Context: an optimization exercise on an open-source flow, tuned for small area and a short achievable clock period. The choices shown serve that exercise and are no tape-out recipe.
Only simulation tests tie the RTL to the original design; equivalence was not proved.

[design.v]
module cordic (
  input [15:0] x_real, x_imag,
  input enable,
  output reg [15:0] angle,
  output reg ready
);
  reg [23:0] x_temp, y_temp, x_temp1, adjust_x, adjust_y;
  reg [19:0] angle1;
  reg xr_sign, xi_sign;
  integer i, d;
  function [19:0] look_up;
    input integer k;
    begin
      case (k)
        0: look_up = 20'b00001100100100010000;
        1: look_up = 20'b00000111011010110010;
        2: look_up = 20'b00000011111010110111;
        3: look_up = 20'b00000001111111010110;
        4: look_up = 20'b00000000111111111011;
        5: look_up = 20'b00000000011111111111;
        6: look_up = 20'b00000000010000000000;
        7: look_up = 20'b00000000001000000000;
        8: look_up = 20'b00000000000100000000;
        9: look_up = 20'b00000000000010000000;
        10: look_up = 20'b00000000000001000000;
        11: look_up = 20'b00000000000000100000;
        12: look_up = 20'b00000000000000010000;
        13: look_up = 20'b00000000000000001000;
        14: look_up = 20'b00000000000000000100;
        15: look_up = 20'b00000000000000000010;
        default: look_up = 20'b00000000000000000010;
      endcase
    end
  endfunction
  localparam [19:0] pi = 20'b00110010010000111111;
  always @(*) begin
    begin
      ready = 0;   
      angle = 16'd0;
      xr_sign = x_real[15];
      xi_sign = x_imag[15];
      x_temp = xr_sign ? {-x_real, 8'h00} : {x_real, 8'h00};
      y_temp = {x_imag, 8'h00};
      angle1 = 0;
      for (i = 0; i < 16; i = i + 1) begin
        case ({y_temp[23], x_temp[23]})
          2'b00: begin adjust_x = 0; adjust_y = 0; d = 1; end
          2'b01: begin adjust_x = ~(24'hFFFFFF >> i); adjust_y = 0; d = 1; end
          2'b10: begin adjust_x = 0; adjust_y = ~(24'hFFFFFF >> i); d = -1; end
          2'b11: begin adjust_x = ~(24'hFFFFFF >> i); adjust_y = ~(24'hFFFFFF >> i); d = -1; end
        endcase
        if (d > 0) begin
          x_temp1 = x_temp + ((y_temp >> i) | adjust_y);
          y_temp  = y_temp - ((x_temp >> i) | adjust_x);
          angle1  = angle1 + look_up(i);
        end else begin
          x_temp1 = x_temp - ((y_temp >> i) | adjust_y);
          y_temp  = y_temp + ((x_temp >> i) | adjust_x);
          angle1  = angle1 - look_up(i);
        end
        x_temp  = x_temp1;
      end
      case ({xr_sign, xi_sign})
        2'b00: angle1 = angle1;                   
        2'b01: angle1 = pi + pi + angle1;         
        2'b10,
        2'b11: angle1 = pi - angle1;              
      endcase
      angle1 = angle1 >> 4;                       
      angle = angle1[19:4];                       
      ready = 1;   
    end
  end
endmodule
module psk (
  input [5:0] n_points,
  input [15:0] x_real, x_imag,
  output reg [5:0] index
);
  localparam PI = 16'd804;   
  reg [15:0] reset_angle, dividend;
  wire [15:0] angle;
  wire cor_ready;
  cordic c1 (
    .angle(angle),
    .ready(cor_ready),
    .x_real(x_real),
    .x_imag(x_imag),
    .enable(1'b1)   
  );
  always @(*) begin
    reset_angle = (PI >> 2) - (
      (n_points == 6'd4)  ? 16'd201 :
      (n_points == 6'd8)  ? 16'd100 :
      (n_points == 6'd12) ? 16'd67  :
      (n_points == 6'd16) ? 16'd50  : 16'd0
    );
    begin   
      if (angle < reset_angle)
        dividend = angle - reset_angle + (PI << 1);   
      else
        dividend = angle - reset_angle;
      case (n_points)
        6'd4: begin
          if      (dividend < 16'd402)   index = 6'd0;
          else if (dividend < 16'd804)   index = 6'd1;
          else if (dividend < 16'd1206)  index = 6'd2;
          else                           index = 6'd3;
        end
        6'd8: begin
          if      (dividend < 16'd201)   index = 6'd0;
          else if (dividend < 16'd402)   index = 6'd1;
          else if (dividend < 16'd603)   index = 6'd2;
          else if (dividend < 16'd804)   index = 6'd3;
          else if (dividend < 16'd1005)  index = 6'd4;
          else if (dividend < 16'd1206)  index = 6'd5;
          else if (dividend < 16'd1407)  index = 6'd6;
          else                           index = 6'd7;
        end
        6'd12: begin
          if      (dividend < 16'd134)   index = 6'd0;
          else if (dividend < 16'd268)   index = 6'd1;
          else if (dividend < 16'd402)   index = 6'd2;
          else if (dividend < 16'd536)   index = 6'd3;
          else if (dividend < 16'd670)   index = 6'd4;
          else if (dividend < 16'd804)   index = 6'd5;
          else if (dividend < 16'd938)   index = 6'd6;
          else if (dividend < 16'd1072)  index = 6'd7;
          else if (dividend < 16'd1206)  index = 6'd8;
          else if (dividend < 16'd1340)  index = 6'd9;
          else if (dividend < 16'd1474)  index = 6'd10;
          else                           index = 6'd11;
        end
        6'd16: begin
          if      (dividend < 16'd100)   index = 6'd0;
          else if (dividend < 16'd201)   index = 6'd1;
          else if (dividend < 16'd301)   index = 6'd2;
          else if (dividend < 16'd402)   index = 6'd3;
          else if (dividend < 16'd502)   index = 6'd4;
          else if (dividend < 16'd603)   index = 6'd5;
          else if (dividend < 16'd703)   index = 6'd6;
          else if (dividend < 16'd804)   index = 6'd7;
          else if (dividend < 16'd904)   index = 6'd8;
          else if (dividend < 16'd1005)  index = 6'd9;
          else if (dividend < 16'd1105)  index = 6'd10;
          else if (dividend < 16'd1206)  index = 6'd11;
          else if (dividend < 16'd1306)  index = 6'd12;
          else if (dividend < 16'd1407)  index = 6'd13;
          else if (dividend < 16'd1507)  index = 6'd14;
          else                           index = 6'd15;
        end
        default: index = 6'd0;
      endcase
    end
  end
endmodule
`timescale 1ns / 1ps
module demapper #(
  parameter MAX_BITS = 5  
)(
  input clk,
  input rst,                    
  input enable,                 
  input [15:0] x_real,
  input [15:0] x_imag,
  input [3:0]  coding_rate,   
  output reg [MAX_BITS-1:0] bits,
  output reg valid_out          
);
  reg [15:0] abs_x, abs_y, max, min, magnitude;
  reg [5:0]  points;
  reg [1:0]  region;
  reg [5:0]  i;
  reg [MAX_BITS-1:0] bits_next;
  wire [5:0] psk_index;
  psk psk_inst (
    .n_points(points),
    .x_real(x_real),
    .x_imag(x_imag),
    .index(psk_index)
  );
  always @(*) begin
    abs_x = x_real[15] ? (~x_real + 1) : x_real;
    abs_y = x_imag[15] ? (~x_imag + 1) : x_imag;
    if (abs_x > abs_y) begin
      max = abs_x;
      min = abs_y;
    end else begin
      max = abs_y;
      min = abs_x;
    end
    magnitude = max + (min >> 2) + (min >> 3) + (min >> 4)
                    - (min >> 6) - (min >> 7);
    region = apsk_32_region(magnitude, coding_rate);
    case (MAX_BITS)
      3'd2: points = 6'd4;    
      3'd3: points = 6'd8;    
      3'd4: points = (magnitude < apsk_16_threshold(coding_rate)) ? 6'd4 : 6'd12;
      3'd5: begin             
        case (region)
          2'd0: points = 6'd4;
          2'd1: points = 6'd12;
          2'd2: points = 6'd16;
          default: points = 6'd0;
        endcase
      end
      default: points = 6'd0;
    endcase
  end
  always @(*) begin
    bits_next = 0;
    i = psk_index;
    case (MAX_BITS)
      3'd2: begin  
        if (i >= 4) i = 0;
        bits_next = gray_qpsk(i);
      end
      3'd3: begin  
        if (i >= 8) i = 0;
        bits_next = gray_8psk(i);
      end
      3'd4: begin  
        if (magnitude < apsk_16_threshold(coding_rate)) begin
          if (i >= 4) i = 0;
          bits_next = gray_16apsk(i);
        end else begin
          if (i >= 12) i = 0;
          bits_next = gray_16apsk(i + 4);
        end
      end
      3'd5: begin  
        case (region)
          2'd0: begin if (i >= 4)  i = 0; bits_next = gray_32apsk(i); end
          2'd1: begin if (i >= 12) i = 0; bits_next = gray_32apsk(i + 4); end
          2'd2: begin if (i >= 16) i = 0; bits_next = gray_32apsk(i + 16); end
          default: bits_next = 0;
        endcase
      end
      default: bits_next = 0;
    endcase
  end
  always @(posedge clk) begin
    if (rst)
      valid_out <= 1'b0;
    else
      valid_out <= enable;
    if (enable)
      bits <= bits_next;
  end
  function [15:0] apsk_16_threshold;
    input [3:0] rate;
    begin
      case (rate)
        4'd1: apsk_16_threshold = 16'd169;
        4'd2: apsk_16_threshold = 16'd173;
        4'd3: apsk_16_threshold = 16'd174;
        4'd4: apsk_16_threshold = 16'd175;
        4'd5: apsk_16_threshold = 16'd177;
        4'd6: apsk_16_threshold = 16'd178;
        default: apsk_16_threshold = 16'd173;
      endcase
    end
  endfunction
  function [1:0] apsk_32_region;
    input [15:0] mag;
    input [3:0]  rate;
    reg [15:0] t1, t2;
    begin
      case (rate)
        4'd2: begin t1 = 16'd54; t2 = 16'd173; end
        4'd3: begin t1 = 16'd57; t2 = 16'd175; end
        4'd4: begin t1 = 16'd59; t2 = 16'd176; end
        4'd5: begin t1 = 16'd62; t2 = 16'd178; end
        4'd6: begin t1 = 16'd63; t2 = 16'd179; end
        default: begin t1 = 16'd54; t2 = 16'd173; end
      endcase
      if (mag < t1)
        apsk_32_region = 2'd0;
      else if (mag < t2)
        apsk_32_region = 2'd1;
      else
        apsk_32_region = 2'd2;
    end
  endfunction
  function [1:0] gray_qpsk;
    input [5:0] k;
    begin
      case (k)
        6'd0: gray_qpsk = 2'b00;
        6'd1: gray_qpsk = 2'b01;
        6'd2: gray_qpsk = 2'b11;
        6'd3: gray_qpsk = 2'b10;
        default: gray_qpsk = 2'd0;
      endcase
    end
  endfunction
  function [2:0] gray_8psk;
    input [5:0] k;
    begin
      case (k)
        6'd0: gray_8psk = 3'b000;
        6'd1: gray_8psk = 3'b100;
        6'd2: gray_8psk = 3'b110;
        6'd3: gray_8psk = 3'b010;
        6'd4: gray_8psk = 3'b011;
        6'd5: gray_8psk = 3'b111;
        6'd6: gray_8psk = 3'b101;
        6'd7: gray_8psk = 3'b001;
        default: gray_8psk = 3'd0;
      endcase
    end
  endfunction
  function [3:0] gray_16apsk;
    input [5:0] k;
    begin
      case (k)
        6'd0: gray_16apsk = 4'b1100;
        6'd1: gray_16apsk = 4'b1110;
        6'd2: gray_16apsk = 4'b1111;
        6'd3: gray_16apsk = 4'b1101;
        6'd4: gray_16apsk = 4'b0000;
        6'd5: gray_16apsk = 4'b1000;
        6'd6: gray_16apsk = 4'b1010;
        6'd7: gray_16apsk = 4'b0010;
        6'd8: gray_16apsk = 4'b0110;
        6'd9: gray_16apsk = 4'b0111;
        6'd10: gray_16apsk = 4'b0011;
        6'd11: gray_16apsk = 4'b1011;
        6'd12: gray_16apsk = 4'b1001;
        6'd13: gray_16apsk = 4'b0001;
        6'd14: gray_16apsk = 4'b0101;
        6'd15: gray_16apsk = 4'b0100;
        default: gray_16apsk = 4'd0;
      endcase
    end
  endfunction
  function [4:0] gray_32apsk;
    input [5:0] k;
    begin
      case (k)
        6'd0: gray_32apsk = 5'b10001;
        6'd1: gray_32apsk = 5'b10101;
        6'd2: gray_32apsk = 5'b10111;
        6'd3: gray_32apsk = 5'b10011;
        6'd4: gray_32apsk = 5'b00000;
        6'd5: gray_32apsk = 5'b00001;
        6'd6: gray_32apsk = 5'b00101;
        6'd7: gray_32apsk = 5'b00100;
        6'd8: gray_32apsk = 5'b10100;
        6'd9: gray_32apsk = 5'b10110;
        6'd10: gray_32apsk = 5'b00110;
        6'd11: gray_32apsk = 5'b00111;
        6'd12: gray_32apsk = 5'b00011;
        6'd13: gray_32apsk = 5'b00010;
        6'd14: gray_32apsk = 5'b10010;
        6'd15: gray_32apsk = 5'b10000;
        6'd16: gray_32apsk = 5'b11001;
        6'd17: gray_32apsk = 5'b01001;
        6'd18: gray_32apsk = 5'b01101;
        6'd19: gray_32apsk = 5'b11101;
        6'd20: gray_32apsk = 5'b01100;
        6'd21: gray_32apsk = 5'b11100;
        6'd22: gray_32apsk = 5'b11110;
        6'd23: gray_32apsk = 5'b01110;
        6'd24: gray_32apsk = 5'b11111;
        6'd25: gray_32apsk = 5'b01111;
        6'd26: gray_32apsk = 5'b01011;
        6'd27: gray_32apsk = 5'b11011;
        6'd28: gray_32apsk = 5'b01010;
        6'd29: gray_32apsk = 5'b11010;
        6'd30: gray_32apsk = 5'b11000;
        6'd31: gray_32apsk = 5'b01000;
        default: gray_32apsk = 5'd0;
      endcase
    end
  endfunction
endmodule
[run.sh]
#!/bin/bash
# synth_recipe.tcl (not shown) runs the flow's synth.tcl, then flattens the netlist and writes it again
# the make line also repeats each setting of config.mk as NAME=value (left out here)
make -C /OpenROAD-flow-scripts/flow DESIGN_CONFIG=/design/flow/config.mk WORK_HOME=/design/flow/orfs CLKGATE_MAP_FILE= SYNTH_SCRIPT=/design/flow/synth_recipe.tcl finish
[config.mk]
export PLATFORM = sky130hd
export DESIGN_NAME = demapper
export DESIGN_NICKNAME = demapper
export VERILOG_FILES = /design/flow/design.v
export SDC_FILE = /design/flow/constraint.sdc
export NUM_CORES = 4
export LEC_CHECK = 0
export CAP_MARGIN = 20
export CORE_MARGIN = 2
export CORE_UTILIZATION = 40
export SLEW_MARGIN = 20
[constraint.sdc]
create_clock -name core_clock -period 85.0 [get_ports {clk}]
set_input_delay 17.0000 -clock core_clock [delete_from_list [all_inputs] [get_ports {clk}]]
set_output_delay 17.0000 -clock core_clock [all_outputs]
set_load 0.01 [all_outputs]
==> flow_summary.json <==
{
  "synth_edf_count": 5,
  "antenna_found_initial": 0,
  "first_pass_iters": 5,
  "drive_gt1_frac": 0.08989,
  "ys_seq_elements": 6,
  "yosysMostFrequentCell": "ha_1",
  "fillerInstances": 12470,
  "multi_input_area_sq_um": 47380,
  "worst_slew_pin_slew_ns": 0.9528,
  "areaGrowthSynthToFinish_pct": 11.49,
  "die_x_um": 354.4,
  "drt_wl_total_um": 140900,
  "crit_top_cell": "a21o_1",
  "postCtsHoldBufs": 0,
  "postSynthCellCount": 6814,
  "slowest_stage": "or4_1",
  "wire_per_inst_um": 16.21,
  "cts_buffer_depth": 2,
  "async_flop_share": 0,
  "synth.area.top_cells": "ha_1, xnor2_1, xor2_1",
  "fmax_mhz": 12.47,
  "clkSinkCount": 6,
  "slew_violations": 0,
  "synth_common_cells": "ha_1, xnor2_1, a21oi_1",
  "start_kind": "primary input",
  "hold_class": "primary input to flip-flop",
  "layout.nets": 8121,
  "dp_slack_ns": -1.659,
  "io_pins": 45,
  "num_vias": 47470,
  "overflow": 0,
  "hold_viol": 0,
  "cts_tree": "yes",
  "critPathMaxFanout": 26,
  "htree_levels": 1,
  "status": "timing/DRC/antenna clean",
  "cts_inserted_buffers": 3,
  "drtIter0Drc": 2433,
  "syn_avg_cell_area_sq_um": 7.209,
  "crit_path_end_kind": "flip-flop",
  "synth-main-ff-cell": "edfxtp_1",
  "grt_pass1_wl_um": 231700,
  "setup_viol": 0,
  "ff_latch_area_sq_um": 170.2,
  "dieArea_sq_um": 125600,
  "viasPerCell": 5.463,
  "initial_core_util": 0.4030,
  "cp.arrival_ns": 80.30,
  "fin_crit_ns": 80.21,
  "grt_pass1_vias": 46070,
  "dp_cells": 8629,
  "syn_area_sq_um": 49120,
  "grt_max_degree": 35,
  "routabilityCongestion": 0.9306,
  "path_class": "primary input to flip-flop",
  "drtAntennaViolNets": 0,
  "ys_warn_count": 3,
  "place_hpwl_um": 121900,
  "slew-limit-headroom": 0.3602,
  "die_y_um": 354.4,
  "fin_cells": 8689,
  "synth_area_leader_cell": "ha_1",
  "critPathRequiredTime_ns": 85.09,
  "core_sq_um": 121900,
  "placementRows": 128,
  "finalSetupTns_ns": 0,
  "slowest_delay_ns": 0.59,
  "maxCapViolations": 0,
  "setup_ws_ns": 4.790,
  "grt_usage": 0.2162,
  "fin_crit_sh": 0.9436,
  "port_buffers": 44,
  "netlist.area_leader.share": 0.2382,
  "ys_seq_area_frac": 0.003464,
  "synth_cell_types": 116,
  "clk_pin_slew_ns": 0.04,
  "antenna_cells": 0,
  "final_core_utilization": 0.4493,
  "cts_root_buf": "clkbuf_16",
  "drc": 0
}
[flip-flops by register name, summed over array words and instances (netlist names)]
name	count
valid_out	1
bits	5
[worst max-delay path, delay by kind of cell]
family	cells	cell delay [ns]
buf+inv	23	3.15
simple gates	88	15.51
compound gates	204	32.59
xor+xnor	31	5.56
mux	4	0.96
fa+ha+maj	20	5.44
[final cells by class]
cell class | count | share of cell area
flip-flops and latches | 6 | 0.003107
multi-input cells | 6097 | 0.8652
repair buffers | 357 | 0.05159
inverters | 600 | 0.04151
well taps | 1625 | 0.03713
clock buffers | 4 | 0.001439
[timing repair]
| action | in CTS | in global routing |
|---|---|---|
| resized for setup | 28 | 229 |
| endpoints found under the setup margin | 4 | 4 |
| cloned | 0 | 2 |
| pin swaps | 2 | 65 |
| setup buffers | 5 | 49 |
[layout by cell type (no fill, tap or decap), types with 82 or more instances in the layout]
master and n:
a21o_1 311, a21oi_1 534, a21oi_2 82, buf_4 307, fa_1 82, ha_1 932, inv_1 585, nand2_1 421
nand2b_1 129, nor2_1 535, nor2b_1 129, nor3_1 144, o21ai_0 408, o21bai_1 215, or3_1 91, xnor2_1 716
xor2_1 351
[cell families (layout without fill, tap and decap cells)]
logic type	Yosys count	count (layout)	synth area share
mux	99	99	0.02150
simple gates	1828	1828	0.1836
fa+ha+maj	1017	1017	0.2716
flops	6	6	0.003464
compound gates	2040	2040	0.2643
other cells	1	6	0.00007634
buf+inv	718	961	0.05525
xor+xnor	1105	1107	0.2003
[metrics by stage]
stage               hold slack [ns]  instance area (sq um)
floorplan                     17.07                  49270
global placement              17.53                  53230
detailed placement            17.54                  53230
CTS                           17.31                  53510
global route                  17.32                  54760
finish                        17.31                  54760
[metal layers]
layer / GRT usage / wire length, um / vias to the layer above / share of wire
met2: 0.3942 / 68260 / 700 / 0.48
li1: - / - / 24530 / -
met3: 0.004524 / 3456 / 111 / 0.025
met5: 0 / 0 / - / 0
met1: 0.2902 / 67140 / 22120 / 0.48
met4: 0.02703 / 2021 / 0 / 0.014
[worst paths after layout]
path | startpoint | to | slack [ns] | cells after the start
max | x_real[4] | bits[1] | 4.79 | 370
min | rst | valid_out | 17.31 | 2

static timing again, ports no longer ideal:
Ports are ideal in the flow. The routed layout listed here was re-timed in OpenROAD. Step 1 assumes that a clkbuf_16 drives the clock port and a buf_2 every other input. Step 2 adds t to the input delays and takes it off the output delays; t is the mean of the earliest and latest rising clock arrival at the registers after step 1. Input paths then give back, and output paths get back, about the clock's delay inside the block. a / b / c = ideal ports / drivers / drivers and shift; a / b = the first two.
shift t [ns]: 0.258
slack for setup (ns): 4.790 / 4.795 / 4.537
slew at the worst register clock pin (ns): 0.04 / 0.04
After both steps setup and hold are still met in this run. For this run, drivers alone change the setup slack by +0.005 ns; drivers and shift together by -0.253 ns.
